This is an optimization exercise on Yosys and OpenROAD, whose aim is small area, a short achievable clock period and few clock cycles, not a production implementation.
Where RTL was checked, it was by simulation tests only, not by an equivalence proof against the original.

==> flow/design.v <==
module muldiv (result, valid, clock, reset, start, opera1, opera2, muordi);
output [63:0] result;
output valid;
input [31:0] opera1;
input [63:0] opera2;
input  start, reset, muordi, clock;
reg        valid;
reg        busy;       
reg        dv;         
reg        pre;        
reg        post;       
reg        cdv;        
reg        prev;       
reg [3:0]  cnt;
reg [64:0] P;          
reg [32:0] M;          
assign result = P[63:0];
wire dolast = dv ? (cnt == 4'd15) : (cnt == 4'd7);
wire b1_one = P[0] ^ prev;
wire b1_two = (P[1] & ~P[0] & ~prev) | (~P[1] & P[0] & prev);
wire b1_neg = P[1];
wire b2_one = P[2] ^ P[1];
wire b2_two = (P[3] & ~P[2] & ~P[1]) | (~P[3] & P[2] & P[1]);
wire b2_neg = P[3];
wire [34:0] Mx  = {{2{M[32]}}, M};
wire [34:0] M2x = {M[32], M, 1'b0};
reg  negcyc;           
wire        s1_one = dv ? ~negcyc : b1_one;
wire        s1_two = dv ? 1'b0    : b1_two;
wire        s1_neg = dv ? 1'b0    : b1_neg;
wire        s2_one = dv ? ~negcyc : b2_one;
wire        s2_two = dv ? 1'b0    : b2_two;
wire        s2_neg = dv ? 1'b0    : b2_neg;
wire [34:0] B1 = (({35{s1_one}} & Mx) | ({35{s1_two}} & M2x)) ^ {35{s1_neg}};
wire [34:0] B2 = (({35{s2_one}} & Mx) | ({35{s2_two}} & M2x)) ^ {35{s2_neg}};
wire [34:0] A1 = negcyc ? {3'b000, ~P[31:0]} :
                 dv     ? {2'b00, P[63:31]} :
                          {{2{P[64]}}, P[64:32]};
wire        c1 = negcyc ? 1'b1 : dv ? cdv : s1_neg;
wire [34:0] S1 = A1 + B1 + {34'd0, c1};
wire        q1 = ~S1[34];
wire [31:0] r1 = q1 ? S1[31:0] : P[62:31];
wire [34:0] A2 = negcyc ? {3'b000, ~P[63:32]} :
                 dv     ? {2'b00, r1, P[30]} :
                          {{2{S1[34]}}, S1[34:2]};
wire        c2 = negcyc ? S1[32] : dv ? cdv : s2_neg;
wire [34:0] S2 = A2 + B2 + {34'd0, c2};
wire        q2 = ~S2[34];
wire [31:0] r2 = (q2 | dolast) ? S2[31:0] : {r1[30:0], P[30]};
always @(posedge clock or posedge reset)
begin
    if (reset) begin
        valid <= 1'b0;
        busy <= 1'b0;
        negcyc <= 1'b0;
    end else if (start) begin
        valid <= 1'b0;
        busy <= 1'b1;
        negcyc <= muordi & opera2[63];
    end else if (busy) begin
        if (negcyc) begin
            negcyc <= 1'b0;
            if (~pre) begin
                busy <= 1'b0;
                valid <= 1'b1;
            end
        end else if (dolast) begin
            if (dv & post)
                negcyc <= 1'b1;
            else begin
                busy <= 1'b0;
                valid <= 1'b1;
            end
        end
    end
end
always @(posedge clock)
begin
    if (start) begin
        dv <= muordi;
        cnt <= 4'd0;
        prev <= 1'b0;
        post <= muordi & (opera1[31] ^ opera2[63]);
        pre <= muordi & opera2[63];
        cdv <= ~opera1[31];
        if (muordi) begin
            M <= {1'b1, opera1[31] ? opera1 : ~opera1};
            P <= {1'b0, opera2};
        end else begin
            M <= {opera2[63], opera2[31:0]};
            P <= {33'd0, opera1};
        end
    end else if (busy) begin
        if (negcyc) begin
            P <= {1'b0, S2[31:0], S1[31:0]};
            pre <= 1'b0;
        end else begin
            cnt <= cnt + 4'd1;
            if (dv)
                P <= {1'b0, r2, P[29:0], q1, q2};
            else begin
                P <= {S2[34:2], S2[1:0], S1[1:0], P[31:4]};
                prev <= P[3];
            end
        end
    end
end
endmodule
==> flow/config.mk <==
export PLATFORM = sky130hd
export DESIGN_NAME = muldiv
export DESIGN_NICKNAME = muldiv
export VERILOG_FILES = /design/flow/design.v
export SDC_FILE = /design/flow/constraint.sdc
export NUM_CORES = 4
export LEC_CHECK = 0
export ABC_CLOCK_PERIOD_IN_PS = 3000
export CAP_MARGIN = 20
export CORE_MARGIN = 2
export CORE_UTILIZATION = 60
export SLEW_MARGIN = 20
==> flow/constraint.sdc <==
create_clock -name core_clock -period 14.0 [get_ports {clock}]
set_input_delay 2.8000 -clock core_clock [delete_from_list [all_inputs] [get_ports {clock}]]
set_output_delay 2.8000 -clock core_clock [all_outputs]
set_load 0.01 [all_outputs]
run.sh (not shown) runs the stock make flow with config.mk's settings and CLKGATE_MAP_FILE= SYNTH_SCRIPT=/design/flow/synth_recipe.tcl, a recipe that flattens the netlist after the stock synthesis.
Change:
--- a/flow/config.mk
+++ b/flow/config.mk
@@ -6,7 +6,6 @@
 export NUM_CORES = 4
 export LEC_CHECK = 0
-export ABC_CLOCK_PERIOD_IN_PS = 3000
 export CAP_MARGIN = 20
 export CORE_MARGIN = 2
-export CORE_UTILIZATION = 60
+export CORE_UTILIZATION = 40
 export SLEW_MARGIN = 20
Result:
- clock skew stays flat
- final area grows slightly
- cell count grows by a little under a tenth
- global-route usage shrinks by 11 points
- flip-flop and latch count is unchanged
- via count shrinks by a few percent
- synthesized cell count stays the same
No run of this note included a check of the RTL's function; only the layout flow was run.

== the baseline ==
Another version of the RTL of muldiv (not shown whole).
For scale: roughly 2100 cells after synthesis, ~120 flip-flops, about 170 I/O pins, ~17000 um2 of cells after synthesis.
clock: 14.0 ns
lec_check: 0
cap_margin: 20
core_margin: 2
core_utilization: 55
slew_margin: 20
standard.sh (not shown) runs the stock make flow with config.mk's settings and CLKGATE_MAP_FILE= SYNTH_SCRIPT=/design/flow/synth_recipe.tcl, a recipe that flattens the netlist after the stock synthesis.
==> flow/flow/run.sh <==
#!/bin/bash
# Standard layout, except that the port buffers are the smallest buffer cell
# and the resizer's setup repair aims for more slack.
set -euo pipefail
export BUFFER_PORTS_ARGS="-buffer_cell sky130_fd_sc_hd__buf_1"
export SETUP_SLACK_MARGIN=9
bash standard.sh > standard_flow.log 2>&1
Testbench counts of the baseline, summed over its fixed seeds: cycles 28,348.
#### Input delta (the candidate over the baseline)
Settings: CORE_UTILIZATION now 45, was 55.
--- outcome ---
Reported for the candidate and the baseline, xor and xnor fraction of the mapped netlist area turned out identical to the last digit. Type of the worst setup path: flop to flop -> the baseline, input port to flop -> the candidate. Against the baseline, the candidate comes in 1 higher on clock-buffer cell count. The baseline ended up with neg1$_DFFE_PN_ as its launching instance or port of the critical path; the candidate ended up with start. Re antenna cell count: the candidate is 1 up on the baseline.

## re-timing with driven ports
In the flow no input, the clock included, has a driving cell. The finished layouts below were timed again as built, in two steps. Step 1 sets driving cells, clkbuf_16 on the clock port and buf_2 on the other inputs (assumed; they add their load-dependent delay and slew). Step 2 also shifts input and output timing later by t, the mid clock arrival at the registers, as if the neighbouring blocks saw the same clock. Slacks: ideal ports / drivers / drivers and shift; pairs: ideal ports / drivers.
run	t (ns)	slack for setup (ns)	worst slew at a driven data input, ns
the first run of note 1	0.413	4.479 / 4.479 / 4.479	0.05
the second run of note 1	0.431	4.287 / 4.287 / 4.287	0.04
the baseline	0.477	9.134 / 9.134 / 8.695	0.06
the candidate	0.497	9.101 / 9.131 / 8.634	0.08
After both steps setup and hold are still met in every run listed. For the candidate, which loses most, drivers alone change the setup slack by +0.030 ns; drivers and shift together by -0.467 ns.
